Background: an optimization exercise with open tools, aiming at small area, a short achievable clock period and few clock cycles. Do not read the settings as production practice. Only the layout flow was run in this run; the RTL was not checked for function there.

==> design/flow/design.v <==
`timescale 1ns/100ps
`default_nettype none
module Milestone_1 (
		input logic Clock_50,
		input logic Resetn,
		input logic M1_Start,
		input logic [15:0] SRAM_read_data,
		output logic M1_Finish,
		output logic [15:0] M1_write_data,
		output logic [17:0] M1_address,
		output logic M1_we_n
);
localparam logic [17:0] U_BASE   = 18'd38400;
localparam logic [17:0] V_BASE   = 18'd57600;
localparam logic [17:0] RGB_BASE = 18'd146944;
logic        running;
logic [1:0]  fin_cnt;      
logic        fin_wait;
logic [2:0]  ph;           
logic [7:0]  kk;
logic        lin;          
logic [3:0]  li;           
logic [15:0] ypt;          
logic [17:0] wpt;          
logic ph0, ph1, ph2, ph3, ph4;
assign ph0 = (ph == 3'd0);
assign ph1 = (ph == 3'd1);
assign ph2 = (ph == 3'd2);
assign ph3 = (ph == 3'd3);
assign ph4 = (ph == 3'd4);
logic pair, wait_lead;
assign pair      = (kk >= 8'd2);
assign wait_lead = (kk == 8'd0);
logic l0, l1, l3, l4, l5, l6, l7, l8, l9, l10;
assign l0  = lin & (li == 4'd0);
assign l1  = lin & (li == 4'd1);
assign l3  = lin & (li == 4'd3);
assign l4  = lin & (li == 4'd4);
assign l5  = lin & (li == 4'd5);
assign l6  = lin & (li == 4'd6);
assign l7  = lin & (li == 4'd7);
assign l8  = lin & (li == 4'd8);
assign l9  = lin & (li == 4'd9);
assign l10 = lin & (li == 4'd10);
logic clamp;
assign clamp = (kk >= 8'd158);
logic is_write;
assign is_write = running & pair & (ph0 | ph1 | ph2);
logic uv_rd_slot;
assign uv_rd_slot = ph3 & (kk != 8'd0) & (kk <= 8'd155);
logic rd_u, rd_v, rd_y;
assign rd_u = l0 | l5 | (uv_rd_slot & kk[0]);
assign rd_v = l1 | l6 | ((kk == 8'd1) & ph2) | (uv_rd_slot & ~kk[0]);
assign rd_y = l7 | (ph4 & (kk <= 8'd159));
logic [1:0] uv_off;
assign uv_off = (l0 | l1) ? 2'd0 : (l5 | l6) ? 2'd1 : 2'd2;
logic [17:0] uv_addr;
assign uv_addr = {3'd0, ypt[15:1]} + {2'd0, rd_v ? 8'd225 : 8'd150, 6'd0, uv_off};    
logic row_end, frame_end;
assign row_end   = (kk == 8'd161) & ph2;
assign frame_end = row_end & (ypt == 16'd38400);
always_ff @(posedge Clock_50 or negedge Resetn) begin
	if (!Resetn) begin
		running   <= 1'b0;
		fin_wait  <= 1'b0;
		fin_cnt   <= 2'd0;
		M1_Finish <= 1'b0;
		M1_we_n   <= 1'b1;
		ph        <= 3'd0;
		kk        <= 8'd0;
		lin       <= 1'b0;
		li        <= 4'd0;
		ypt       <= 16'd0;
		wpt       <= RGB_BASE;
	end else begin
		M1_we_n <= ~is_write;
		if (running) begin
			if (frame_end) begin
				running  <= 1'b0;
				fin_wait <= 1'b1;
			end
			if (row_end) begin
				ph <= 3'd0;
				kk <= 8'd0;
			end else if (wait_lead) begin
				if (l9) begin
					ph <= 3'd2;
					kk <= 8'd1;
				end
			end else if (ph4) begin
				ph <= 3'd0;
				kk <= kk + 8'd1;
			end else begin
				ph <= ph + 3'd1;
			end
			if (frame_end) begin
				lin <= 1'b0;
			end else if ((kk == 8'd160) & ph2) begin
				lin <= 1'b1;
				li  <= 4'd0;
			end else if (lin) begin
				li <= li + 4'd1;
				if (li == 4'd10) lin <= 1'b0;
			end
			if (rd_y) ypt <= ypt + 16'd1;
			if (is_write) wpt <= wpt + 18'd1;
		end else if (fin_wait) begin
			fin_cnt <= fin_cnt + 2'd1;
			if (fin_cnt == 2'd1) begin
				M1_Finish <= 1'b1;
				fin_wait  <= 1'b0;
			end
		end else if (M1_Start & ~M1_Finish) begin
			running <= 1'b1;
			lin     <= 1'b1;
			li      <= 4'd0;
		end
	end
end
logic [2:0] ph_n;
always_comb begin
	if (~running | row_end | ph4)
		ph_n = 3'd0;
	else if (wait_lead)
		ph_n = l9 ? 3'd2 : 3'd0;
	else
		ph_n = ph + 3'd1;
end
logic sel_fv, sel_e, sel_f, sel_w0, sel_w1, en_su;
always_ff @(posedge Clock_50) begin
	sel_fv     <= (ph_n == 3'd3);
	en_su      <= (ph_n == 3'd3);
	sel_e      <= (ph_n == 3'd3);
	sel_f      <= (ph_n == 3'd4);
	sel_w0     <= (ph_n == 3'd0);
	sel_w1     <= (ph_n == 3'd1);
end
always_ff @(posedge Clock_50) begin
	if (is_write)
		M1_address <= wpt;
	else if (rd_u | rd_v)
		M1_address <= uv_addr;
	else
		M1_address <= {2'd0, ypt};
end
logic [7:0]  wu0, wu1, wu2, wu3, wu4, wu5;    
logic [7:0]  wv0, wv1, wv2, wv3, wv4, wv5;    
logic [7:0]  pend_h, pend_l;                   
logic [15:0] y_reg;
logic [8:0]  su;                               
logic        nu;                               
logic [7:0]  b0_reg;
wire [7:0] dh = SRAM_read_data[15:8];
wire [7:0] dl = SRAM_read_data[7:0];
logic shift_reg;    
assign shift_reg = pair & ph1;
logic sh_u, sh_v;
assign sh_u = shift_reg | l3 | l4 | l5 | l6 | l8 | l9;
assign sh_v = shift_reg | l4 | l5 | l6 | l7 | l9 | l10;
logic [7:0] u_in, v_in;
always_comb begin
	if (l3 | l8)
		u_in = dh;
	else if (l6 | l9)
		u_in = pend_h;
	else if (clamp | l4 | l5)
		u_in = wu5;
	else if (~kk[0])
		u_in = dh;
	else
		u_in = pend_h;
	if (l4 | l9)
		v_in = dh;
	else if (l7 | l10)
		v_in = pend_l;
	else if (clamp | l5 | l6)
		v_in = wv5;
	else if (~kk[0])
		v_in = pend_h;
	else
		v_in = pend_l;
end
logic ld_pend_h, ld_pend_l, pend_h_dl;
assign pend_h_dl = l3 | l8 | (shift_reg & ~kk[0]);
assign ld_pend_h = pend_h_dl | (shift_reg & kk[0]) | ((kk == 8'd2) & ph0);
assign ld_pend_l = l4 | l9 | (shift_reg & kk[0]) | ((kk == 8'd2) & ph0);
always_ff @(posedge Clock_50) begin
	if (ph2 & ~wait_lead) y_reg <= SRAM_read_data;
	if (sh_u) begin
		wu0 <= wu1; wu1 <= wu2; wu2 <= wu3; wu3 <= wu4; wu4 <= wu5; wu5 <= u_in;
	end
	if (sh_v) begin
		wv0 <= wv1; wv1 <= wv2; wv2 <= wv3; wv3 <= wv4; wv4 <= wv5; wv5 <= v_in;
	end
	if (ld_pend_h) pend_h <= pend_h_dl ? dl : dh;
	if (ld_pend_l) pend_l <= dl;
end
logic [7:0] f0, f1, f2, f3, f4, f5;
assign f0 = sel_fv ? wv0 : wu0;
assign f1 = sel_fv ? wv1 : wu1;
assign f2 = sel_fv ? wv2 : wu2;
assign f3 = sel_fv ? wv3 : wu3;
assign f4 = sel_fv ? wv4 : wu4;
assign f5 = sel_fv ? wv5 : wu5;
logic [8:0] p05, p14, p23;
always_ff @(posedge Clock_50) begin
	p05 <= {1'b0, f0} + {1'b0, f5};
	p14 <= {1'b0, f1} + {1'b0, f4};
	p23 <= {1'b0, f2} + {1'b0, f3};
end
wire [18:0] ftot;
wire ft_w1;
wire ft_w2;
wire ft_w3;
wire ft_w4;
wire ft_w5;
wire ft_w6;
wire ft_w7;
wire ft_w8;
wire ft_w9;
wire ft_w10;
wire ft_w11;
wire ft_w12;
wire ft_w13;
wire ft_w14;
wire ft_w15;
wire ft_w16;
wire ft_w17;
wire ft_w18;
wire ft_w19;
wire ft_w20;
wire ft_w21;
wire ft_w22;
wire ft_w23;
wire ft_w24;
wire ft_w25;
wire ft_w26;
wire ft_w27;
wire ft_w28;
wire ft_w29;
wire ft_w30;
wire ft_w31;
wire ft_w32;
wire ft_w33;
wire ft_w34;
wire ft_w35;
wire ft_w36;
wire ft_w37;
wire ft_w38;
wire ft_w39;
wire ft_w40;
wire ft_w41;
wire ft_w42;
wire ft_w43;
wire ft_w44;
wire ft_w45;
wire ft_w46;
wire ft_w47;
wire ft_w48;
wire ft_w49;
wire ft_w50;
wire ft_w51;
wire ft_w52;
wire ft_w53;
wire ft_w54;
wire ft_w55;
wire ft_w56;
wire ft_w57;
wire ft_w58;
wire ft_w59;
wire ft_w60;
wire ft_w61;
wire ft_w62;
wire ft_w63;
wire ft_w64;
wire ft_w65;
wire ft_w66;
wire ft_w67;
wire ft_w68;
wire ft_w69;
wire ft_w70;
wire ft_w71;
wire ft_w72;
wire ft_w73;
wire ft_w74;
wire ft_w75;
wire ft_w76;
wire ft_w77;
wire ft_w78;
wire ft_w79;
wire ft_w80;
wire ft_w81;
wire ft_w82;
wire ft_w83;
wire ft_w84;
wire ft_w85;
wire ft_w86;
wire ft_w87;
wire ft_w88;
wire ft_w89;
wire ft_w90;
wire ft_w91;
wire ft_w92;
wire ft_w93;
wire ft_w94;
wire ft_w95;
wire ft_w96;
wire ft_w97;
wire ft_w98;
wire ft_w99;
wire ft_w100;
wire ft_w101;
wire ft_w102;
wire ft_w103;
wire ft_w104;
wire ft_w105;
wire ft_w106;
wire ft_w107;
wire ft_w108;
wire ft_w109;
wire ft_w110;
wire ft_w111;
wire ft_w112;
wire ft_w113;
wire ft_w114;
wire ft_w115;
wire ft_w116;
wire ft_w117;
wire ft_w118;
wire ft_w119;
wire ft_w120;
wire ft_w121;
wire ft_w122;
wire ft_w123;
wire ft_w124;
wire ft_w125;
wire ft_w126;
wire ft_w127;
wire ft_w128;
wire ft_w129;
wire ft_w130;
wire ft_w131;
wire ft_w132;
wire ft_w133;
wire ft_w134;
wire ft_w135;
wire ft_w136;
wire ft_w137;
wire ft_w138;
wire ft_w139;
wire ft_w140;
wire ft_w141;
wire ft_w142;
wire ft_w143;
wire ft_w144;
assign {ft_w2, ft_w1} = p05[5] + p05[3];
assign {ft_w4, ft_w3} = p05[8] + p05[6] + p05[4];
assign {ft_w6, ft_w5} = p05[5] + p05[3];
assign {ft_w8, ft_w7} = p05[4] + p05[2] + p14[2];
assign {ft_w10, ft_w9} = p23[1] + {~p14[4]};
assign {ft_w12, ft_w11} = p14[3] + p23[2] + p23[0];
assign {ft_w14, ft_w13} = p05[6] + ft_w1 + {~p14[5]};
assign {ft_w16, ft_w15} = {~p14[1]} + {~p23[7]};
assign {ft_w18, ft_w17} = p14[4] + p23[3] + p23[1];
assign {ft_w20, ft_w19} = p05[7] + ft_w2 + ft_w3;
assign {ft_w22, ft_w21} = p14[6] + p14[2] + p23[8];
assign {ft_w24, ft_w23} = p05[5] + p14[5] + p23[4];
assign {ft_w26, ft_w25} = p23[2] + ft_w4 + {~p14[7]};
assign {ft_w28, ft_w27} = {~p14[3]} + {~p05[7]};
assign {ft_w30, ft_w29} = p05[6] + p14[6] + p23[5];
assign {ft_w32, ft_w31} = p23[3] + p05[7] + {~p14[8]};
assign {ft_w34, ft_w33} = {~p14[4]} + {~p05[8]};
assign {ft_w36, ft_w35} = p05[7] + p14[7] + p23[6];
assign {ft_w38, ft_w37} = p23[4] + p05[8];
assign {ft_w40, ft_w39} = p14[8] + p23[7];
assign {ft_w42, ft_w41} = p05[3] + p05[1];
assign {ft_w44, ft_w43} = p05[4] + p05[2] + p05[0];
assign {ft_w46, ft_w45} = p14[0] + {~p14[2]};
assign {ft_w48, ft_w47} = p05[1] + p14[1] + p23[0];
assign {ft_w50, ft_w49} = ft_w5 + {~p14[3]} + {~p23[5]};
assign {ft_w52, ft_w51} = ft_w6 + ft_w7 + ft_w9;
assign {ft_w54, ft_w53} = p14[0] + p23[6] + p05[6];
assign {ft_w56, ft_w55} = ft_w8 + ft_w10 + ft_w11;
assign {ft_w58, ft_w57} = ft_w13 + ft_w15 + {~p05[7]};
assign {ft_w60, ft_w59} = ft_w12 + ft_w14 + ft_w16;
assign {ft_w62, ft_w61} = ft_w17 + ft_w19 + {~ft_w21};
assign {ft_w64, ft_w63} = ft_w18 + ft_w20 + ft_w23;
assign {ft_w66, ft_w65} = ft_w25 + ft_w27 + {~ft_w22};
assign {ft_w68, ft_w67} = ft_w24 + ft_w26 + ft_w28;
assign {ft_w70, ft_w69} = ft_w29 + ft_w31 + ft_w33;
assign {ft_w72, ft_w71} = ft_w30 + ft_w32 + ft_w34;
assign {ft_w74, ft_w73} = ft_w35 + ft_w37 + {~p14[5]};
assign {ft_w76, ft_w75} = p23[5] + ft_w36 + ft_w38;
assign {ft_w78, ft_w77} = ft_w39 + {~p14[6]} + {~p05[8]};
assign {ft_w80, ft_w79} = p23[8] + p23[6] + p05[8];
assign {ft_w82, ft_w81} = p14[7] + ft_w40;
assign {ft_w84, ft_w83} = p23[7] + p14[8];
assign {ft_w86, ft_w85} = p05[0] + {~p14[0]};
assign {ft_w88, ft_w87} = p05[2] + ft_w41 + {~p14[1]};
assign {ft_w90, ft_w89} = ft_w42 + ft_w43 + ft_w45;
assign {ft_w92, ft_w91} = ft_w44 + ft_w46 + ft_w47;
assign {ft_w94, ft_w93} = ft_w48 + ft_w50 + ft_w51;
assign {ft_w96, ft_w95} = ft_w52 + ft_w55 + ft_w57;
assign {ft_w98, ft_w97} = ft_w56 + ft_w58 + ft_w59;
assign {ft_w100, ft_w99} = ft_w60 + ft_w62 + ft_w63;
assign {ft_w102, ft_w101} = ft_w64 + ft_w66 + ft_w67;
assign {ft_w104, ft_w103} = ft_w68 + ft_w70 + ft_w71;
assign {ft_w106, ft_w105} = ft_w72 + ft_w74 + ft_w75;
assign {ft_w108, ft_w107} = ft_w76 + ft_w78 + ft_w79;
assign {ft_w110, ft_w109} = ft_w80 + ft_w82 + ft_w83;
assign {ft_w112, ft_w111} = p23[8] + ft_w84;
assign {ft_w114, ft_w113} = p05[1] + p05[0];
assign {ft_w116, ft_w115} = ft_w85 + {~p23[2]} + {~p05[2]};
assign {ft_w118, ft_w117} = ft_w86 + ft_w87 + {~p23[3]};
assign {ft_w120, ft_w119} = ft_w88 + ft_w89 + {~p23[4]};
assign {ft_w122, ft_w121} = ft_w49 + ft_w90 + ft_w91;
assign {ft_w124, ft_w123} = ft_w92 + ft_w93 + {~ft_w53};
assign {ft_w126, ft_w125} = ft_w94 + ft_w95 + {~ft_w54};
assign {ft_w128, ft_w127} = ft_w61 + ft_w96 + ft_w97;
assign {ft_w130, ft_w129} = ft_w65 + ft_w98 + ft_w99;
assign {ft_w132, ft_w131} = ft_w69 + ft_w100 + ft_w101;
assign {ft_w134, ft_w133} = ft_w73 + ft_w102 + ft_w103;
assign {ft_w136, ft_w135} = ft_w77 + ft_w104 + ft_w105;
assign {ft_w138, ft_w137} = ft_w81 + ft_w106 + ft_w107;
assign {ft_w140, ft_w139} = ft_w108 + ft_w109 + {~p14[7]};
assign {ft_w142, ft_w141} = ft_w110 + ft_w111 + {~p14[8]};
assign {ft_w144, ft_w143} = 1'b1 + ft_w112;
wire [18:0] ft_ra = {1'b1, 1'b1, ft_w142, ft_w140, ft_w138, ft_w136, ft_w134, ft_w132, ft_w130, ft_w128, ft_w126, ft_w124, ft_w122, ft_w120, ft_w118, ft_w116, ft_w114, {~p23[1]}, {~p23[0]}};
wire [18:0] ft_rb = {1'b0, ft_w144, ft_w143, ft_w141, ft_w139, ft_w137, ft_w135, ft_w133, ft_w131, ft_w129, ft_w127, ft_w125, ft_w123, ft_w121, ft_w119, ft_w117, ft_w115, ft_w113, {~p05[0]}};
assign ftot = ft_ra + ft_rb;
always_ff @(posedge Clock_50) begin
	if (en_su) begin
		su <= ftot[16:8];
		nu <= ftot[18];
	end
end
logic [7:0] ly, hy;
logic [8:0] lu, lv, hu, hv;
logic       lnu, lnv, hnu, hnv;
always_ff @(posedge Clock_50) begin
	if (sel_e) begin
		ly  <= y_reg[15:8];
		lu  <= {1'b0, wu2};
		lv  <= {1'b0, wv2};
		lnu <= 1'b0;
		lnv <= 1'b0;
	end else begin
		ly  <= y_reg[7:0];
		lu  <= su;
		lnu <= nu;
		if (sel_f) begin
			lv  <= ftot[16:8];
			lnv <= ftot[18];
		end
	end
	hy  <= ly;
	hu  <= lu;
	hv  <= lv;
	hnu <= lnu;
	hnv <= lnv;
end
logic pnu, pnv;
assign pnu = hnu;
assign pnv = hnv;
wire [18:0] r_lsum;
wire rlo_w1;
wire rlo_w2;
wire rlo_w3;
wire rlo_w4;
wire rlo_w5;
wire rlo_w6;
wire rlo_w7;
wire rlo_w8;
wire rlo_w9;
wire rlo_w10;
wire rlo_w11;
wire rlo_w12;
wire rlo_w13;
wire rlo_w14;
wire rlo_w15;
wire rlo_w16;
wire rlo_w17;
wire rlo_w18;
wire rlo_w19;
wire rlo_w20;
wire rlo_w21;
wire rlo_w22;
wire rlo_w23;
wire rlo_w24;
wire rlo_w25;
wire rlo_w26;
wire rlo_w27;
wire rlo_w28;
wire rlo_w29;
wire rlo_w30;
wire rlo_w31;
wire rlo_w32;
wire rlo_w33;
wire rlo_w34;
wire rlo_w35;
wire rlo_w36;
wire rlo_w37;
wire rlo_w38;
wire rlo_w39;
wire rlo_w40;
wire rlo_w41;
wire rlo_w42;
wire rlo_w43;
wire rlo_w44;
wire rlo_w45;
wire rlo_w46;
wire rlo_w47;
wire rlo_w48;
wire rlo_w49;
wire rlo_w50;
wire rlo_w51;
wire rlo_w52;
wire rlo_w53;
wire rlo_w54;
wire rlo_w55;
wire rlo_w56;
wire rlo_w57;
wire rlo_w58;
wire rlo_w59;
wire rlo_w60;
wire rlo_w61;
wire rlo_w62;
wire rlo_w63;
wire rlo_w64;
wire rlo_w65;
wire rlo_w66;
wire rlo_w67;
wire rlo_w68;
wire rlo_w69;
wire rlo_w70;
wire rlo_w71;
wire rlo_w72;
wire rlo_w73;
wire rlo_w74;
wire rlo_w75;
wire rlo_w76;
wire rlo_w77;
wire rlo_w78;
wire rlo_w79;
wire rlo_w80;
wire rlo_w81;
wire rlo_w82;
wire rlo_w83;
wire rlo_w84;
wire rlo_w85;
wire rlo_w86;
wire rlo_w87;
wire rlo_w88;
wire rlo_w89;
wire rlo_w90;
wire rlo_w91;
wire rlo_w92;
wire rlo_w93;
wire rlo_w94;
assign {rlo_w2, rlo_w1} = ly[4] + ly[2];
assign {rlo_w4, rlo_w3} = ly[5] + ly[3];
assign {rlo_w6, rlo_w5} = ly[4] + ly[2] + lv[8];
assign {rlo_w8, rlo_w7} = lv[5] + lv[3] + lv[0];
assign {rlo_w10, rlo_w9} = lv[6] + lv[4] + lv[1];
assign {rlo_w12, rlo_w11} = {~ly[6]} + {~lv[8]};
assign {rlo_w14, rlo_w13} = ly[0] + lv[7] + lv[5];
assign {rlo_w16, rlo_w15} = lv[2] + {~ly[7]};
assign {rlo_w18, rlo_w17} = ly[1] + lv[8] + lv[6];
assign {rlo_w20, rlo_w19} = ly[0] + lv[7] + lv[4];
assign {rlo_w22, rlo_w21} = ly[1] + lv[8] + lv[5];
assign {rlo_w24, rlo_w23} = ly[2] + {~lv[1]};
assign {rlo_w26, rlo_w25} = ly[0] + lv[6] + lv[0];
assign {rlo_w28, rlo_w27} = ly[3] + rlo_w1 + {~lv[2]};
assign {rlo_w30, rlo_w29} = ly[1] + lv[7] + lv[1];
assign {rlo_w32, rlo_w31} = rlo_w2 + rlo_w3 + {~lv[3]};
assign {rlo_w34, rlo_w33} = lv[2] + rlo_w4 + rlo_w5;
assign {rlo_w36, rlo_w35} = lv[4] + lv[0] + ly[6];
assign {rlo_w38, rlo_w37} = lv[1] + {~ly[1]};
assign {rlo_w40, rlo_w39} = lv[2] + lv[0] + {~ly[2]};
assign {rlo_w42, rlo_w41} = lv[3] + lv[1] + {~ly[3]};
assign {rlo_w44, rlo_w43} = lv[4] + lv[2] + ly[4];
assign {rlo_w46, rlo_w45} = ly[5] + rlo_w7 + {~lv[7]};
assign {rlo_w48, rlo_w47} = rlo_w8 + rlo_w9 + rlo_w11;
assign {rlo_w50, rlo_w49} = rlo_w10 + rlo_w12 + rlo_w13;
assign {rlo_w52, rlo_w51} = lv[3] + rlo_w14 + rlo_w16;
assign {rlo_w54, rlo_w53} = rlo_w18 + rlo_w19 + {~lv[0]};
assign {rlo_w56, rlo_w55} = rlo_w20 + rlo_w21 + rlo_w23;
assign {rlo_w58, rlo_w57} = rlo_w22 + rlo_w24 + rlo_w25;
assign {rlo_w60, rlo_w59} = rlo_w26 + rlo_w28 + rlo_w29;
assign {rlo_w62, rlo_w61} = rlo_w30 + rlo_w32 + rlo_w33;
assign {rlo_w64, rlo_w63} = ly[6] + rlo_w6 + rlo_w34;
assign {rlo_w66, rlo_w65} = lv[0] + ly[0];
assign {rlo_w68, rlo_w67} = rlo_w37 + {~lv[3]} + {~ly[0]};
assign {rlo_w70, rlo_w69} = rlo_w38 + rlo_w39 + {~lv[4]};
assign {rlo_w72, rlo_w71} = rlo_w40 + rlo_w41 + {~lv[5]};
assign {rlo_w74, rlo_w73} = rlo_w42 + rlo_w43 + {~lv[6]};
assign {rlo_w76, rlo_w75} = rlo_w44 + rlo_w45 + {~ly[4]};
assign {rlo_w78, rlo_w77} = rlo_w46 + rlo_w47 + {~ly[5]};
assign {rlo_w80, rlo_w79} = rlo_w15 + rlo_w48 + rlo_w49;
assign {rlo_w82, rlo_w81} = rlo_w17 + rlo_w50 + rlo_w51;
assign {rlo_w84, rlo_w83} = rlo_w52 + rlo_w53 + {~ly[2]};
assign {rlo_w86, rlo_w85} = rlo_w54 + rlo_w55 + {~ly[3]};
assign {rlo_w88, rlo_w87} = rlo_w27 + rlo_w56 + rlo_w57;
assign {rlo_w90, rlo_w89} = rlo_w31 + rlo_w58 + rlo_w59;
assign {rlo_w92, rlo_w91} = rlo_w60 + rlo_w61 + {~rlo_w35};
assign {rlo_w94, rlo_w93} = rlo_w62 + rlo_w63 + {~rlo_w36};
wire [18:0] rlo_ra = {1'b0, rlo_w64, rlo_w92, rlo_w90, rlo_w88, rlo_w86, rlo_w84, rlo_w82, rlo_w80, rlo_w78, rlo_w76, rlo_w74, rlo_w72, rlo_w70, rlo_w68, rlo_w66, {~lv[2]}, {~lv[1]}, lv[0]};
wire [18:0] rlo_rb = {1'b0, rlo_w94, rlo_w93, rlo_w91, rlo_w89, rlo_w87, rlo_w85, rlo_w83, rlo_w81, rlo_w79, rlo_w77, rlo_w75, rlo_w73, rlo_w71, rlo_w69, rlo_w67, rlo_w65, {~lv[0]}, 1'b0};
assign r_lsum = rlo_ra + rlo_rb;
logic [2:0] r_cy;
always_ff @(posedge Clock_50) r_cy <= r_lsum[18:16];
wire [10:0] r_hsum;
wire rhi_w1;
wire rhi_w2;
wire rhi_w3;
wire rhi_w4;
wire rhi_w5;
wire rhi_w6;
wire rhi_w7;
wire rhi_w8;
wire rhi_w9;
wire rhi_w10;
wire rhi_w11;
wire rhi_w12;
wire rhi_w13;
wire rhi_w14;
wire rhi_w15;
wire rhi_w16;
wire rhi_w17;
wire rhi_w18;
wire rhi_w19;
wire rhi_w20;
wire rhi_w21;
wire rhi_w22;
wire rhi_w23;
wire rhi_w24;
wire rhi_w25;
wire rhi_w26;
wire rhi_w27;
wire rhi_w28;
wire rhi_w29;
wire rhi_w30;
wire rhi_w31;
wire rhi_w32;
wire rhi_w33;
wire rhi_w34;
wire rhi_w35;
wire rhi_w36;
wire rhi_w37;
wire rhi_w38;
wire rhi_w39;
wire rhi_w40;
wire rhi_w41;
wire rhi_w42;
wire rhi_w43;
wire rhi_w44;
wire rhi_w45;
wire rhi_w46;
wire rhi_w47;
wire rhi_w48;
wire rhi_w49;
wire rhi_w50;
wire rhi_w51;
wire rhi_w52;
wire rhi_w53;
wire rhi_w54;
wire rhi_w55;
wire rhi_w56;
wire rhi_w57;
wire rhi_w58;
wire rhi_w59;
wire rhi_w60;
wire rhi_w61;
wire rhi_w62;
wire rhi_w63;
wire rhi_w64;
wire rhi_w65;
wire rhi_w66;
wire rhi_w67;
wire rhi_w68;
wire rhi_w69;
wire rhi_w70;
assign {rhi_w2, rhi_w1} = hy[5] + hy[3] + hy[0];
assign {rhi_w4, rhi_w3} = hy[6] + hy[4] + hy[1];
assign {rhi_w6, rhi_w5} = hv[4] + hv[0] + r_cy[1];
assign {rhi_w8, rhi_w7} = hy[7] + hy[5] + hy[2];
assign {rhi_w10, rhi_w9} = hv[5] + hv[1] + r_cy[2];
assign {rhi_w12, rhi_w11} = hy[6] + hy[3] + hv[6];
assign {rhi_w14, rhi_w13} = hv[3] + r_cy[0] + rhi_w1;
assign {rhi_w16, rhi_w15} = hy[7] + rhi_w2 + rhi_w3;
assign {rhi_w18, rhi_w17} = rhi_w5 + {~hv[6]};
assign {rhi_w20, rhi_w19} = rhi_w4 + rhi_w6 + rhi_w7;
assign {rhi_w22, rhi_w21} = rhi_w9 + {~hv[7]} + {~hv[3]};
assign {rhi_w24, rhi_w23} = hv[2] + rhi_w8 + rhi_w10;
assign {rhi_w26, rhi_w25} = rhi_w11 + {~hv[8]} + {~hv[4]};
assign {rhi_w28, rhi_w27} = hy[4] + hv[7] + hv[3];
assign {rhi_w30, rhi_w29} = rhi_w12 + {~hv[5]} + {~hy[7]};
assign {rhi_w32, rhi_w31} = hy[5] + hv[8] + hv[4];
assign {rhi_w34, rhi_w33} = hy[7] + {~hv[6]};
assign {rhi_w36, rhi_w35} = hy[6] + hv[5];
assign {rhi_w38, rhi_w37} = rhi_w13 + {~hv[5]};
assign {rhi_w40, rhi_w39} = rhi_w14 + rhi_w15 + rhi_w17;
assign {rhi_w42, rhi_w41} = rhi_w16 + rhi_w18 + rhi_w19;
assign {rhi_w44, rhi_w43} = rhi_w20 + rhi_w22 + rhi_w23;
assign {rhi_w46, rhi_w45} = rhi_w24 + rhi_w26 + rhi_w27;
assign {rhi_w48, rhi_w47} = rhi_w28 + rhi_w30 + rhi_w31;
assign {rhi_w50, rhi_w49} = rhi_w32 + rhi_w34 + rhi_w35;
assign {rhi_w52, rhi_w51} = hy[7] + hv[6] + rhi_w36;
assign {rhi_w54, rhi_w53} = rhi_w37 + {~hv[1]};
assign {rhi_w56, rhi_w55} = rhi_w38 + rhi_w39 + {~hv[2]};
assign {rhi_w58, rhi_w57} = rhi_w21 + rhi_w40 + rhi_w41;
assign {rhi_w60, rhi_w59} = rhi_w25 + rhi_w42 + rhi_w43;
assign {rhi_w62, rhi_w61} = rhi_w29 + rhi_w44 + rhi_w45;
assign {rhi_w64, rhi_w63} = rhi_w33 + rhi_w46 + rhi_w47;
assign {rhi_w66, rhi_w65} = rhi_w48 + rhi_w49 + {~hv[7]};
assign {rhi_w68, rhi_w67} = rhi_w50 + rhi_w51 + {~hv[8]};
assign {rhi_w70, rhi_w69} = hv[7] + rhi_w52;
wire [10:0] rhi_ra = {{~hv[8]}, {~hv[8]}, rhi_w68, rhi_w66, rhi_w64, rhi_w62, rhi_w60, rhi_w58, rhi_w56, rhi_w54, {~hy[7]}};
wire [10:0] rhi_rb = {1'b0, rhi_w70, rhi_w69, rhi_w67, rhi_w65, rhi_w63, rhi_w61, rhi_w59, rhi_w57, rhi_w55, rhi_w53};
assign r_hsum = rhi_ra + rhi_rb;
wire [10:0] r_sum = r_hsum;
wire [19:0] g_lsum;
wire glo_w1;
wire glo_w2;
wire glo_w3;
wire glo_w4;
wire glo_w5;
wire glo_w6;
wire glo_w7;
wire glo_w8;
wire glo_w9;
wire glo_w10;
wire glo_w11;
wire glo_w12;
wire glo_w13;
wire glo_w14;
wire glo_w15;
wire glo_w16;
wire glo_w17;
wire glo_w18;
wire glo_w19;
wire glo_w20;
wire glo_w21;
wire glo_w22;
wire glo_w23;
wire glo_w24;
wire glo_w25;
wire glo_w26;
wire glo_w27;
wire glo_w28;
wire glo_w29;
wire glo_w30;
wire glo_w31;
wire glo_w32;
wire glo_w33;
wire glo_w34;
wire glo_w35;
wire glo_w36;
wire glo_w37;
wire glo_w38;
wire glo_w39;
wire glo_w40;
wire glo_w41;
wire glo_w42;
wire glo_w43;
wire glo_w44;
wire glo_w45;
wire glo_w46;
wire glo_w47;
wire glo_w48;
wire glo_w49;
wire glo_w50;
wire glo_w51;
wire glo_w52;
wire glo_w53;
wire glo_w54;
wire glo_w55;
wire glo_w56;
wire glo_w57;
wire glo_w58;
wire glo_w59;
wire glo_w60;
wire glo_w61;
wire glo_w62;
wire glo_w63;
wire glo_w64;
wire glo_w65;
wire glo_w66;
wire glo_w67;
wire glo_w68;
wire glo_w69;
wire glo_w70;
wire glo_w71;
wire glo_w72;
wire glo_w73;
wire glo_w74;
wire glo_w75;
wire glo_w76;
wire glo_w77;
wire glo_w78;
wire glo_w79;
wire glo_w80;
wire glo_w81;
wire glo_w82;
wire glo_w83;
wire glo_w84;
wire glo_w85;
wire glo_w86;
wire glo_w87;
wire glo_w88;
wire glo_w89;
wire glo_w90;
wire glo_w91;
wire glo_w92;
wire glo_w93;
wire glo_w94;
wire glo_w95;
wire glo_w96;
wire glo_w97;
wire glo_w98;
wire glo_w99;
wire glo_w100;
wire glo_w101;
wire glo_w102;
wire glo_w103;
wire glo_w104;
wire glo_w105;
wire glo_w106;
wire glo_w107;
wire glo_w108;
wire glo_w109;
wire glo_w110;
assign {glo_w2, glo_w1} = ly[3] + ly[1];
assign {glo_w4, glo_w3} = ly[4] + ly[2] + ly[0];
assign {glo_w6, glo_w5} = lu[0] + {~lu[8]};
assign {glo_w8, glo_w7} = ly[5] + ly[3] + ly[1];
assign {glo_w10, glo_w9} = lu[1] + lv[0];
assign {glo_w12, glo_w11} = ly[4] + ly[2] + lu[2];
assign {glo_w14, glo_w13} = lv[1] + {~lu[5]} + {~lu[0]};
assign {glo_w16, glo_w15} = lu[2] + {~ly[3]};
assign {glo_w18, glo_w17} = lu[3] + {~ly[4]} + {~lu[1]};
assign {glo_w20, glo_w19} = lu[4] + {~ly[5]} + {~lu[2]};
assign {glo_w22, glo_w21} = lu[5] + ly[6] + {~lu[3]};
assign {glo_w24, glo_w23} = ly[0] + lu[6] + ly[7];
assign {glo_w26, glo_w25} = {~lu[4]} + {~lv[4]};
assign {glo_w28, glo_w27} = ly[1] + lu[7] + {~lu[5]};
assign {glo_w30, glo_w29} = lu[0] + lv[5] + ly[7];
assign {glo_w32, glo_w31} = ly[0] + lu[8] + {~lu[6]};
assign {glo_w34, glo_w33} = lu[1] + lv[6] + ly[2];
assign {glo_w36, glo_w35} = ly[2] + glo_w1 + {~lu[7]};
assign {glo_w38, glo_w37} = lu[2] + lv[7] + lv[0];
assign {glo_w40, glo_w39} = glo_w2 + glo_w3 + glo_w5;
assign {glo_w42, glo_w41} = lu[3] + lv[8] + lv[1];
assign {glo_w44, glo_w43} = glo_w4 + glo_w6 + glo_w7;
assign {glo_w46, glo_w45} = glo_w9 + {~lu[4]} + {~lv[2]};
assign {glo_w48, glo_w47} = glo_w8 + glo_w10 + glo_w11;
assign {glo_w50, glo_w49} = glo_w13 + {~lv[3]} + {~ly[6]};
assign {glo_w52, glo_w51} = ly[6] + glo_w12;
assign {glo_w54, glo_w53} = lu[0] + {~ly[1]};
assign {glo_w56, glo_w55} = lu[1] + {~ly[2]};
assign {glo_w58, glo_w57} = glo_w15 + {~lu[0]} + {~lv[5]};
assign {glo_w60, glo_w59} = glo_w16 + glo_w17 + {~lv[6]};
assign {glo_w62, glo_w61} = glo_w18 + glo_w19 + {~lv[7]};
assign {glo_w64, glo_w63} = glo_w20 + glo_w21 + {~lv[8]};
assign {glo_w66, glo_w65} = glo_w22 + glo_w23 + glo_w25;
assign {glo_w68, glo_w67} = glo_w24 + glo_w26 + glo_w27;
assign {glo_w70, glo_w69} = glo_w28 + glo_w31 + {~glo_w30};
assign {glo_w72, glo_w71} = glo_w32 + glo_w35 + {~glo_w34};
assign {glo_w74, glo_w73} = glo_w36 + glo_w39 + {~glo_w38};
assign {glo_w76, glo_w75} = glo_w40 + glo_w43 + glo_w45;
assign {glo_w78, glo_w77} = glo_w44 + glo_w46 + glo_w47;
assign {glo_w80, glo_w79} = glo_w14 + glo_w48 + glo_w50;
assign {glo_w82, glo_w81} = glo_w53 + {~lv[3]};
assign {glo_w84, glo_w83} = glo_w54 + glo_w55 + {~lv[4]};
assign {glo_w86, glo_w85} = glo_w56 + glo_w57 + {~lv[0]};
assign {glo_w88, glo_w87} = glo_w58 + glo_w59 + {~lv[1]};
assign {glo_w90, glo_w89} = glo_w60 + glo_w61 + {~lv[2]};
assign {glo_w92, glo_w91} = glo_w62 + glo_w63 + {~lv[3]};
assign {glo_w94, glo_w93} = glo_w64 + glo_w65 + {~ly[6]};
assign {glo_w96, glo_w95} = glo_w66 + glo_w67 + {~glo_w29};
assign {glo_w98, glo_w97} = glo_w68 + glo_w69 + {~glo_w33};
assign {glo_w100, glo_w99} = glo_w70 + glo_w71 + {~glo_w37};
assign {glo_w102, glo_w101} = glo_w72 + glo_w73 + {~glo_w41};
assign {glo_w104, glo_w103} = glo_w74 + glo_w75 + {~glo_w42};
assign {glo_w106, glo_w105} = glo_w49 + glo_w76 + glo_w77;
assign {glo_w108, glo_w107} = glo_w51 + glo_w78 + glo_w79;
assign {glo_w110, glo_w109} = glo_w52 + glo_w80;
wire [19:0] glo_ra = {1'b0, glo_w110, glo_w108, glo_w106, glo_w104, glo_w102, glo_w100, glo_w98, glo_w96, glo_w94, glo_w92, glo_w90, glo_w88, glo_w86, glo_w84, glo_w82, {~ly[0]}, ly[0], {~lv[1]}, lv[0]};
wire [19:0] glo_rb = {1'b0, 1'b0, glo_w109, glo_w107, glo_w105, glo_w103, glo_w101, glo_w99, glo_w97, glo_w95, glo_w93, glo_w91, glo_w89, glo_w87, glo_w85, glo_w83, glo_w81, {~lv[2]}, {~lv[0]}, 1'b0};
assign g_lsum = glo_ra + glo_rb;
logic [3:0] g_cy;
always_ff @(posedge Clock_50) g_cy <= g_lsum[19:16];
wire [10:0] g_hsum;
wire ghi_w1;
wire ghi_w2;
wire ghi_w3;
wire ghi_w4;
wire ghi_w5;
wire ghi_w6;
wire ghi_w7;
wire ghi_w8;
wire ghi_w9;
wire ghi_w10;
wire ghi_w11;
wire ghi_w12;
wire ghi_w13;
wire ghi_w14;
wire ghi_w15;
wire ghi_w16;
wire ghi_w17;
wire ghi_w18;
wire ghi_w19;
wire ghi_w20;
wire ghi_w21;
wire ghi_w22;
wire ghi_w23;
wire ghi_w24;
wire ghi_w25;
wire ghi_w26;
wire ghi_w27;
wire ghi_w28;
wire ghi_w29;
wire ghi_w30;
wire ghi_w31;
wire ghi_w32;
wire ghi_w33;
wire ghi_w34;
wire ghi_w35;
wire ghi_w36;
wire ghi_w37;
wire ghi_w38;
wire ghi_w39;
wire ghi_w40;
wire ghi_w41;
wire ghi_w42;
wire ghi_w43;
wire ghi_w44;
wire ghi_w45;
wire ghi_w46;
wire ghi_w47;
wire ghi_w48;
wire ghi_w49;
wire ghi_w50;
wire ghi_w51;
wire ghi_w52;
wire ghi_w53;
wire ghi_w54;
wire ghi_w55;
wire ghi_w56;
wire ghi_w57;
wire ghi_w58;
wire ghi_w59;
wire ghi_w60;
wire ghi_w61;
wire ghi_w62;
wire ghi_w63;
wire ghi_w64;
wire ghi_w65;
wire ghi_w66;
wire ghi_w67;
wire ghi_w68;
wire ghi_w69;
wire ghi_w70;
wire ghi_w71;
wire ghi_w72;
wire ghi_w73;
wire ghi_w74;
wire ghi_w75;
wire ghi_w76;
wire ghi_w77;
wire ghi_w78;
wire ghi_w79;
wire ghi_w80;
wire ghi_w81;
wire ghi_w82;
wire ghi_w83;
wire ghi_w84;
wire ghi_w85;
wire ghi_w86;
wire ghi_w87;
wire ghi_w88;
wire ghi_w89;
wire ghi_w90;
wire ghi_w91;
wire ghi_w92;
wire ghi_w93;
wire ghi_w94;
wire ghi_w95;
wire ghi_w96;
assign {ghi_w2, ghi_w1} = hy[7] + hy[5] + hy[3];
assign {ghi_w4, ghi_w3} = hy[6] + hy[4] + hy[1];
assign {ghi_w6, ghi_w5} = hy[7] + hy[5] + hy[2];
assign {ghi_w8, ghi_w7} = hy[0] + hu[3] + hv[2];
assign {ghi_w10, ghi_w9} = g_cy[0] + ghi_w1;
assign {ghi_w12, ghi_w11} = hu[4] + hv[3] + g_cy[1];
assign {ghi_w14, ghi_w13} = ghi_w2 + ghi_w3 + {~hu[7]};
assign {ghi_w16, ghi_w15} = {~hu[2]} + {~hv[5]};
assign {ghi_w18, ghi_w17} = hu[5] + hv[4] + g_cy[2];
assign {ghi_w20, ghi_w19} = ghi_w4 + ghi_w5 + {~hu[8]};
assign {ghi_w22, ghi_w21} = hu[3] + hv[6] + hv[2];
assign {ghi_w24, ghi_w23} = hy[6] + hy[3] + hu[6];
assign {ghi_w26, ghi_w25} = hv[5] + g_cy[3] + ghi_w6;
assign {ghi_w28, ghi_w27} = hu[4] + hv[7] + hv[3];
assign {ghi_w30, ghi_w29} = hy[7] + hy[4] + hu[7];
assign {ghi_w32, ghi_w31} = hv[6] + {~hu[5]} + {~hv[8]};
assign {ghi_w34, ghi_w33} = hu[8] + hv[7];
assign {ghi_w36, ghi_w35} = ghi_w7 + ghi_w9 + {~hu[6]};
assign {ghi_w38, ghi_w37} = ghi_w8 + ghi_w10 + ghi_w11;
assign {ghi_w40, ghi_w39} = ghi_w13 + ghi_w15;
assign {ghi_w42, ghi_w41} = ghi_w12 + ghi_w14 + ghi_w16;
assign {ghi_w44, ghi_w43} = ghi_w17 + ghi_w19 + {~ghi_w21};
assign {ghi_w46, ghi_w45} = ghi_w18 + ghi_w20 + ghi_w23;
assign {ghi_w48, ghi_w47} = ghi_w25 + {~ghi_w22} + {~ghi_w27};
assign {ghi_w50, ghi_w49} = ghi_w24 + ghi_w26 + ghi_w29;
assign {ghi_w52, ghi_w51} = ghi_w31 + {~hv[4]} + {~ghi_w28};
assign {ghi_w54, ghi_w53} = ghi_w30 + ghi_w32 + ghi_w33;
assign {ghi_w56, ghi_w55} = hu[6] + hv[5] + hy[5];
assign {ghi_w58, ghi_w57} = hv[8] + hy[5] + ghi_w34;
assign {ghi_w60, ghi_w59} = hu[7] + hv[6] + hy[6];
assign {ghi_w62, ghi_w61} = hy[7] + hy[6] + {~hu[8]};
assign {ghi_w64, ghi_w63} = ghi_w35 + {~hu[1]};
assign {ghi_w66, ghi_w65} = ghi_w36 + ghi_w37 + ghi_w39;
assign {ghi_w68, ghi_w67} = ghi_w38 + ghi_w40 + ghi_w41;
assign {ghi_w70, ghi_w69} = ghi_w42 + ghi_w44 + ghi_w45;
assign {ghi_w72, ghi_w71} = ghi_w46 + ghi_w48 + ghi_w49;
assign {ghi_w74, ghi_w73} = ghi_w50 + ghi_w52 + ghi_w53;
assign {ghi_w76, ghi_w75} = ghi_w54 + ghi_w57 + {~ghi_w56};
assign {ghi_w78, ghi_w77} = ghi_w58 + ghi_w61 + {~hv[7]};
assign {ghi_w80, ghi_w79} = ghi_w63 + {~hv[4]};
assign {ghi_w82, ghi_w81} = ghi_w64 + ghi_w65 + {~hv[1]};
assign {ghi_w84, ghi_w83} = ghi_w43 + ghi_w66 + ghi_w67;
assign {ghi_w86, ghi_w85} = ghi_w47 + ghi_w68 + ghi_w69;
assign {ghi_w88, ghi_w87} = ghi_w51 + ghi_w70 + ghi_w71;
assign {ghi_w90, ghi_w89} = ghi_w72 + ghi_w73 + {~ghi_w55};
assign {ghi_w92, ghi_w91} = ghi_w74 + ghi_w75 + {~ghi_w59};
assign {ghi_w94, ghi_w93} = ghi_w76 + ghi_w77 + {~ghi_w60};
assign {ghi_w96, ghi_w95} = hv[8] + ghi_w62 + ghi_w78;
wire [10:0] ghi_ra = {1'b1, {~hv[8]}, ghi_w94, ghi_w92, ghi_w90, ghi_w88, ghi_w86, ghi_w84, ghi_w82, ghi_w80, {~hv[0]}};
wire [10:0] ghi_rb = {1'b0, ghi_w96, ghi_w95, ghi_w93, ghi_w91, ghi_w89, ghi_w87, ghi_w85, ghi_w83, ghi_w81, ghi_w79};
assign g_hsum = ghi_ra + ghi_rb;
wire [10:0] g_sum = g_hsum;
wire [18:0] b_lsum;
wire blo_w1;
wire blo_w2;
wire blo_w3;
wire blo_w4;
wire blo_w5;
wire blo_w6;
wire blo_w7;
wire blo_w8;
wire blo_w9;
wire blo_w10;
wire blo_w11;
wire blo_w12;
wire blo_w13;
wire blo_w14;
wire blo_w15;
wire blo_w16;
wire blo_w17;
wire blo_w18;
wire blo_w19;
wire blo_w20;
wire blo_w21;
wire blo_w22;
wire blo_w23;
wire blo_w24;
wire blo_w25;
wire blo_w26;
wire blo_w27;
wire blo_w28;
wire blo_w29;
wire blo_w30;
wire blo_w31;
wire blo_w32;
wire blo_w33;
wire blo_w34;
wire blo_w35;
wire blo_w36;
wire blo_w37;
wire blo_w38;
wire blo_w39;
wire blo_w40;
wire blo_w41;
wire blo_w42;
wire blo_w43;
wire blo_w44;
wire blo_w45;
wire blo_w46;
wire blo_w47;
wire blo_w48;
wire blo_w49;
wire blo_w50;
wire blo_w51;
wire blo_w52;
wire blo_w53;
wire blo_w54;
wire blo_w55;
wire blo_w56;
wire blo_w57;
wire blo_w58;
wire blo_w59;
wire blo_w60;
wire blo_w61;
wire blo_w62;
wire blo_w63;
wire blo_w64;
wire blo_w65;
wire blo_w66;
wire blo_w67;
wire blo_w68;
wire blo_w69;
wire blo_w70;
wire blo_w71;
wire blo_w72;
wire blo_w73;
wire blo_w74;
wire blo_w75;
wire blo_w76;
wire blo_w77;
wire blo_w78;
wire blo_w79;
wire blo_w80;
wire blo_w81;
wire blo_w82;
wire blo_w83;
wire blo_w84;
wire blo_w85;
wire blo_w86;
wire blo_w87;
wire blo_w88;
assign {blo_w2, blo_w1} = lu[2] + lu[0] + ly[5];
assign {blo_w4, blo_w3} = lu[3] + lu[1] + {~ly[6]};
assign {blo_w6, blo_w5} = {~lu[8]} + {~lu[6]};
assign {blo_w8, blo_w7} = ly[0] + lu[4] + lu[2];
assign {blo_w10, blo_w9} = {~ly[7]} + {~lu[7]};
assign {blo_w12, blo_w11} = lu[5] + lu[3] + lu[0];
assign {blo_w14, blo_w13} = {~lu[8]} + {~ly[1]};
assign {blo_w16, blo_w15} = ly[2] + ly[0] + lu[6];
assign {blo_w18, blo_w17} = lu[4] + lu[1] + ly[1];
assign {blo_w20, blo_w19} = ly[3] + ly[1] + lu[7];
assign {blo_w22, blo_w21} = lu[5] + lu[2];
assign {blo_w24, blo_w23} = ly[4] + ly[2] + ly[0];
assign {blo_w26, blo_w25} = lu[8] + lu[6] + lu[3];
assign {blo_w28, blo_w27} = ly[5] + ly[3] + ly[1];
assign {blo_w30, blo_w29} = lu[7] + lu[4];
assign {blo_w32, blo_w31} = ly[6] + ly[4] + ly[2];
assign {blo_w34, blo_w33} = lu[8] + lu[5];
assign {blo_w36, blo_w35} = {~ly[2]} + {~lu[4]};
assign {blo_w38, blo_w37} = lu[0] + {~ly[3]} + {~lu[5]};
assign {blo_w40, blo_w39} = lu[1] + ly[4] + {~lu[6]};
assign {blo_w42, blo_w41} = blo_w1 + {~lu[7]} + {~lu[5]};
assign {blo_w44, blo_w43} = blo_w2 + blo_w3 + blo_w5;
assign {blo_w46, blo_w45} = blo_w4 + blo_w6 + blo_w7;
assign {blo_w48, blo_w47} = blo_w8 + blo_w10 + blo_w11;
assign {blo_w50, blo_w49} = blo_w12 + blo_w14 + blo_w15;
assign {blo_w52, blo_w51} = blo_w16 + blo_w18 + blo_w19;
assign {blo_w54, blo_w53} = blo_w20 + blo_w22 + blo_w23;
assign {blo_w56, blo_w55} = blo_w24 + blo_w26 + blo_w27;
assign {blo_w58, blo_w57} = blo_w28 + blo_w30 + blo_w31;
assign {blo_w60, blo_w59} = {~ly[0]} + {~lu[2]};
assign {blo_w62, blo_w61} = ly[1] + {~lu[3]} + {~lu[1]};
assign {blo_w64, blo_w63} = blo_w35 + {~lu[2]} + {~ly[1]};
assign {blo_w66, blo_w65} = blo_w36 + blo_w37 + {~lu[3]};
assign {blo_w68, blo_w67} = blo_w38 + blo_w39 + {~lu[4]};
assign {blo_w70, blo_w69} = blo_w40 + blo_w41 + {~ly[4]};
assign {blo_w72, blo_w71} = blo_w42 + blo_w43 + {~ly[5]};
assign {blo_w74, blo_w73} = blo_w9 + blo_w44 + blo_w45;
assign {blo_w76, blo_w75} = blo_w13 + blo_w46 + blo_w47;
assign {blo_w78, blo_w77} = blo_w17 + blo_w48 + blo_w49;
assign {blo_w80, blo_w79} = blo_w21 + blo_w50 + blo_w51;
assign {blo_w82, blo_w81} = blo_w25 + blo_w52 + blo_w53;
assign {blo_w84, blo_w83} = blo_w29 + blo_w54 + blo_w55;
assign {blo_w86, blo_w85} = blo_w33 + blo_w56 + blo_w57;
assign {blo_w88, blo_w87} = blo_w32 + blo_w34 + blo_w58;
wire [18:0] blo_ra = {1'b0, blo_w88, blo_w86, blo_w84, blo_w82, blo_w80, blo_w78, blo_w76, blo_w74, blo_w72, blo_w70, blo_w68, blo_w66, blo_w64, blo_w62, blo_w60, {~lu[0]}, {~lu[1]}, lu[0]};
wire [18:0] blo_rb = {1'b0, 1'b0, blo_w87, blo_w85, blo_w83, blo_w81, blo_w79, blo_w77, blo_w75, blo_w73, blo_w71, blo_w69, blo_w67, blo_w65, blo_w63, blo_w61, blo_w59, {~lu[0]}, 1'b0};
assign b_lsum = blo_ra + blo_rb;
logic [2:0] b_cy;
always_ff @(posedge Clock_50) b_cy <= b_lsum[18:16];
wire [10:0] b_hsum;
wire bhi_w1;
wire bhi_w2;
wire bhi_w3;
wire bhi_w4;
wire bhi_w5;
wire bhi_w6;
wire bhi_w7;
wire bhi_w8;
wire bhi_w9;
wire bhi_w10;
wire bhi_w11;
wire bhi_w12;
wire bhi_w13;
wire bhi_w14;
wire bhi_w15;
wire bhi_w16;
wire bhi_w17;
wire bhi_w18;
wire bhi_w19;
wire bhi_w20;
wire bhi_w21;
wire bhi_w22;
wire bhi_w23;
wire bhi_w24;
wire bhi_w25;
wire bhi_w26;
wire bhi_w27;
wire bhi_w28;
wire bhi_w29;
wire bhi_w30;
wire bhi_w31;
wire bhi_w32;
wire bhi_w33;
wire bhi_w34;
wire bhi_w35;
wire bhi_w36;
wire bhi_w37;
wire bhi_w38;
wire bhi_w39;
wire bhi_w40;
wire bhi_w41;
wire bhi_w42;
wire bhi_w43;
wire bhi_w44;
wire bhi_w45;
wire bhi_w46;
wire bhi_w47;
wire bhi_w48;
wire bhi_w49;
wire bhi_w50;
wire bhi_w51;
wire bhi_w52;
assign {bhi_w2, bhi_w1} = hy[4] + hy[1];
assign {bhi_w4, bhi_w3} = hy[7] + hy[5] + hy[2];
assign {bhi_w6, bhi_w5} = hy[5] + hy[3] + hy[0];
assign {bhi_w8, bhi_w7} = hu[7] + hu[0] + b_cy[1];
assign {bhi_w10, bhi_w9} = hy[7] + bhi_w1;
assign {bhi_w12, bhi_w11} = hu[8] + hu[1] + b_cy[2];
assign {bhi_w14, bhi_w13} = hy[6] + bhi_w2 + bhi_w3;
assign {bhi_w16, bhi_w15} = hy[3] + hu[2] + bhi_w4;
assign {bhi_w18, bhi_w17} = hy[7] + hy[4];
assign {bhi_w20, bhi_w19} = hu[6] + b_cy[0];
assign {bhi_w22, bhi_w21} = bhi_w6 + bhi_w7 + bhi_w9;
assign {bhi_w24, bhi_w23} = bhi_w8 + bhi_w10 + bhi_w11;
assign {bhi_w26, bhi_w25} = bhi_w12 + bhi_w14 + bhi_w15;
assign {bhi_w28, bhi_w27} = hu[3] + hy[6] + bhi_w16;
assign {bhi_w30, bhi_w29} = hu[4] + bhi_w18;
assign {bhi_w32, bhi_w31} = hu[5] + hy[5];
assign {bhi_w34, bhi_w33} = hu[6] + hy[6];
assign {bhi_w36, bhi_w35} = bhi_w5 + bhi_w19;
assign {bhi_w38, bhi_w37} = bhi_w20 + bhi_w21 + {~hy[6]};
assign {bhi_w40, bhi_w39} = bhi_w13 + bhi_w22 + bhi_w23;
assign {bhi_w42, bhi_w41} = bhi_w24 + bhi_w25 + {~hy[6]};
assign {bhi_w44, bhi_w43} = bhi_w17 + bhi_w26 + bhi_w27;
assign {bhi_w46, bhi_w45} = bhi_w28 + bhi_w29 + {~hy[5]};
assign {bhi_w48, bhi_w47} = bhi_w30 + bhi_w31 + {~hy[6]};
assign {bhi_w50, bhi_w49} = bhi_w32 + bhi_w33 + {~hy[7]};
assign {bhi_w52, bhi_w51} = hu[7] + hy[7] + bhi_w34;
wire [10:0] bhi_ra = {{~hu[8]}, {~hu[8]}, bhi_w50, bhi_w48, bhi_w46, bhi_w44, bhi_w42, bhi_w40, bhi_w38, bhi_w36, {~hy[7]}};
wire [10:0] bhi_rb = {1'b0, bhi_w52, bhi_w51, bhi_w49, bhi_w47, bhi_w45, bhi_w43, bhi_w41, bhi_w39, bhi_w37, bhi_w35};
assign b_hsum = bhi_ra + bhi_rb;
wire [10:0] b_sum = b_hsum;
function automatic [7:0] clip(input logic [10:0] s, input logic neg);
	if (neg | s[10])
		clip = 8'd0;
	else if (|s[9:8])
		clip = 8'd255;
	else
		clip = s[7:0];
endfunction
logic [7:0] r_px, g_px, b_px;
assign r_px = clip(r_sum, pnv);
assign g_px = clip(g_sum, pnu | pnv);
assign b_px = clip(b_sum, pnu);
always_ff @(posedge Clock_50) begin
	b0_reg <= b_px;
	if (sel_w0)
		M1_write_data <= {r_px, g_px};
	else if (sel_w1)
		M1_write_data <= {b0_reg, r_px};
	else
		M1_write_data <= {g_px, b_px};
end
endmodule
==> design/flow/flow/run.sh <==
#!/bin/bash
# Standard layout, but with timing repair aiming for extra setup slack
# (the clock period and constraints stay the design's).
set -euo pipefail
MARGIN=${MARGIN:-8}
bash standard.sh SETUP_SLACK_MARGIN=$MARGIN finish > standard_flow.log 2>&1
==> design/flow/standard.sh <==
#!/bin/bash
# synth_recipe.tcl (not shown) runs the flow's synth.tcl, then flattens the netlist and writes it again
# the make line also repeats each setting of config.mk as NAME=value (left out here)
make -C /OpenROAD-flow-scripts/flow DESIGN_CONFIG=/design/flow/config.mk WORK_HOME=/design/flow/orfs CLKGATE_MAP_FILE= SYNTH_SCRIPT=/design/flow/synth_recipe.tcl "${@:-finish}"
==> design/flow/config.mk <==
export PLATFORM = sky130hd
export DESIGN_NAME = Milestone_1
export DESIGN_NICKNAME = Milestone_1
export VERILOG_FILES = /design/flow/design.v
export SDC_FILE = /design/flow/constraint.sdc
export NUM_CORES = 4
export LEC_CHECK = 0
export CAP_MARGIN = 20
export CORE_MARGIN = 2
export CORE_UTILIZATION = 40
export PLACE_DENSITY = 0.6
export SLEW_MARGIN = 20
==> design/flow/constraint.sdc <==
create_clock -name core_clock -period 12.0 [get_ports {Clock_50}]
set_input_delay 2.4000 -clock core_clock [delete_from_list [all_inputs] [get_ports {Clock_50}]]
set_output_delay 2.4000 -clock core_clock [all_outputs]
set_load 0.01 [all_outputs]
==> results.txt <==
status=complete, no violations; nets@finish=roughly 2800; largest net degree at the start of global routing=between 50 and 60; Slew @ Worst Pin=around 1 ns; CTS H-tree lvls=2; maxcap violations=0; CP bufs+invs=4; final hold vios=0; CTS tree=done; mean routed wirelength per cell=18.4 um; count of final max-slew check failures=0; hold depth=0; Setup crit end kind=register; hold endpoint=hnu; Area Growth Syn to Fin=16.6%; flops & latches, synth=about 330; CP Launch Point=hy[4]; CTS Hold Bufs=0; hold_sp=lnu; Startpoint Class=register; CP most frequent cell=fa_1; total overflow reported by the global router=0; Layout Utilization=47.0%; Gate Count Post-Synth=2135; Post-Syn Area per Cell=about 11 um^2; number of synthesized flops with an enable pin=between 100 and 150; synthesized cell area=23800 um^2; Synth async-reset ratio=16.8%; Clk pin slew, worst setup/hold paths=0.06 ns; most frequent cells in the layout=inv_1, fa_1, ha_1; min cycle time layout=between 4 and 5 ns; fmax=0.211 GHz; final setup vio count=0; most common cell after layout, fill and taps aside=inv_1; GRT Total Usage=between 10% and 20%; ANT cells=0; initial antenna violation count=2; clk sinks=333; Std-Cell Rows=89; die area=roughly 61000 um^2; Bufs on Longest Clock Path=3; area of the multi-input gates=14100 um^2; R2R cell count=18; Synth Flop Type=edfxtp_1; final WL=roughly 57000 um; IO Port Bufs=54; vias=between 15000 and 20000; vias in the first global route=around 16000; setup tns final=0 ns; Ports=55; die width=around 250 um; Routed Antenna Nets=0; Setup Skew=approximately 0.026 ns; peak fanout along the critical path=3; GP Congestion=0.879; Crit-path slowest cell=fa_1; Post-DP HPWL=about 44000 um; Rel. slew slack=between 30% and 40%; Syn. warnings=1; FILL cells=between 5000 and 6000; first-pass GRT wire length=90600 um; worst skew pair latency=0.57 ns; Starting Density=roughly two fifths; RSZ-0062 raised after global routing=true; reg2reg end=M1_write_data[9]; Hold/Removal Path Class=reg -> reg; syn_nets=about 2600; CP top delay family=adder cells; Die Span Y=248 um; DP Cell Count=around 2900; CP Cell Sequence=fa_1, fa_1, ha_1, inv_2, fa_1, inv_1, fa_1, buf_4, fa_2, a211oi_2, o21ai_0, a21oi_2, nor3_2, a311oi_4, buf_4, o21ai_2, o21a_1, a21oi_1; clock root buffer=clkbuf_16; worst r2r src=hy[4]; CP Data Required Time=about 12 ns; share of layout cells above drive strength 1=16.0%; DRC Markers=0; Post-Layout Inst Area=between 20000 and 30000 um^2; Vias/cell=around 5; Slowest Stage Delay on Critical Path=just under 0.6 ns; Arr. time, crit path=approximately 5.2 ns; biggest regs=M1_address x18, wpt x18; Core Area=between 50000 and 60000 um^2; Seq/Total Area, Yosys=a little over a third; Reg area=approximately 8500 um^2; Detailed Routing Iterations Pass 1=5; final std cells w/o fill=roughly 3000; post-placement cell area=25400 um^2; fin crit share=about two fifths; Netlist cell types=78; CTS buffer count=38; Setup CP Type=reg -> reg; R2R setup slack=~7.3 ns; DR iter-0 viols=roughly 660
[how the worst max path moves through the flow]
stage | to | slack, ns | cells after the start
after global routing | M1_write_data[11] | 7.02 | 18
after global placement | M1_write_data[4] | 6.96 | 15
after CTS | M1_write_data[11] | 7.15 | 17
final | M1_write_data[9] | 7.26 | 18
after detailed placement | M1_write_data[1] | 6.92 | 15
after floorplan | M1_write_data[10] | 7.40 | 16
[synth_stat cells, types with 5 or more instances]
library cell  number  area [um^2]
inv_1            442         1660
fa_1             266         5330
ha_1             202         2530
edfxtp_1         146         4380
dfxtp_1          131         2620
nand2_1          111          417
mux2_2            81          912
o21ai_0           81          405
a21oi_1           74          370
nor2_1            69          259
xnor2_1           60          526
dfrtp_1           49         1230
nand3_1           33          165
xor2_1            33          289
clkbuf_1          30          113
o21a_1            30          225
a21o_1            25          188
nor3_1            20          100
and3_1            18          113
mux2i_1           17          170
and2_1            14         87.6
nand4_1           13         81.3
a211oi_1          12         90.1
nand2b_1          12         75.1
nor2b_1           12         75.1
o211ai_1          12         90.1
o21bai_1          11         82.6
a31oi_1           10         62.6
nor4_1            10         62.6
o31ai_1            8         60.1
a22oi_1            7         52.6
dfstp_2            7          184
nor3b_1            5         37.5
[cells by family after synthesis]
kind of cell	Yosys count	synth area share, %
AOI/OAI and AO/OA	324	8.98
xor gates and xnor gates	93	3.43
adders and majority gates	468	33.0
buffers and inverters	477	7.58
DFF	333	35.4
muxes	98	4.55
and+or+nand+nor	342	7.03
[per-stage QoR]
stage,setup WS (ns),hold WS [ns]
after global routing,7.02,0.332
after detailed placement,6.92,0.318
after global placement,6.96,0.340
final,7.26,0.330
after floorplan,7.40,0.310
after CTS,7.15,0.331
[metal layers]
metal,part of all wire (%),GRT usage (%),vias to the layer above,wire (um)
met5,0,0,-,0
met4,2.2,4.51,0,1230
met3,3.2,2.68,74,1840
met2,50,33.2,248,28300
met1,45,25.0,7828,25400
li1,-,-,7343,-
[cell type report]
cell class	count	share of cell area, %
clock buffer	45	3.68
clock inverter	25	0.808
inverter	442	6.01
multi-input combinational	1326	50.9
sequential	333	30.7
tap	773	3.49
timing repair buffer	136	4.41
[worst register-to-register path, cell delays in order (launching register included)]
cell      delay (ns)
dfxtp_4         0.36
fa_1            0.58
fa_1            0.43
ha_1            0.31
inv_2           0.04
fa_1            0.47
inv_1           0.05
fa_1            0.46
buf_4           0.15
fa_2            0.34
a211oi_2        0.20
o21ai_0         0.16
a21oi_2         0.23
nor3_2          0.08
a311oi_4        0.29
buf_4           0.18
o21ai_2         0.06
o21a_1          0.17
a21oi_1         0.11
[timing repair]
action                                  CTS  global route
buffers inserted                         50            26
pin swaps                                42            30
endpoints found under the hold margin     0             0
endpoints found under the setup margin   55            58
gates resized for setup                  71            69
cloned                                    1             0

[separate check: timing with driven ports]
How much do the figures lean on ideal ports? The routed layout below was timed once more, with nothing changed but the port constraints.
Step 1 assumes that a clkbuf_16 drives the clock port and a buf_2 every other input.
Step 2 times the ports against the registers' clock, not the clock port: input delays grow and output delays shrink by t, the midpoint of the rising clock arrivals with the driver on.
Slacks: ideal ports / drivers / drivers and shift; pairs: ideal ports / drivers.
t (ns): 0.609
setup WS [ns]: 7.260 / 7.260 / 7.260
latest minus earliest clock arrival (ns): 0.027 / 0.027
cell pins on the clock port's net: 1
After both steps this run still meets setup and hold. For this run, drivers alone change the setup slack by 0.000 ns; drivers and shift together by 0.000 ns.
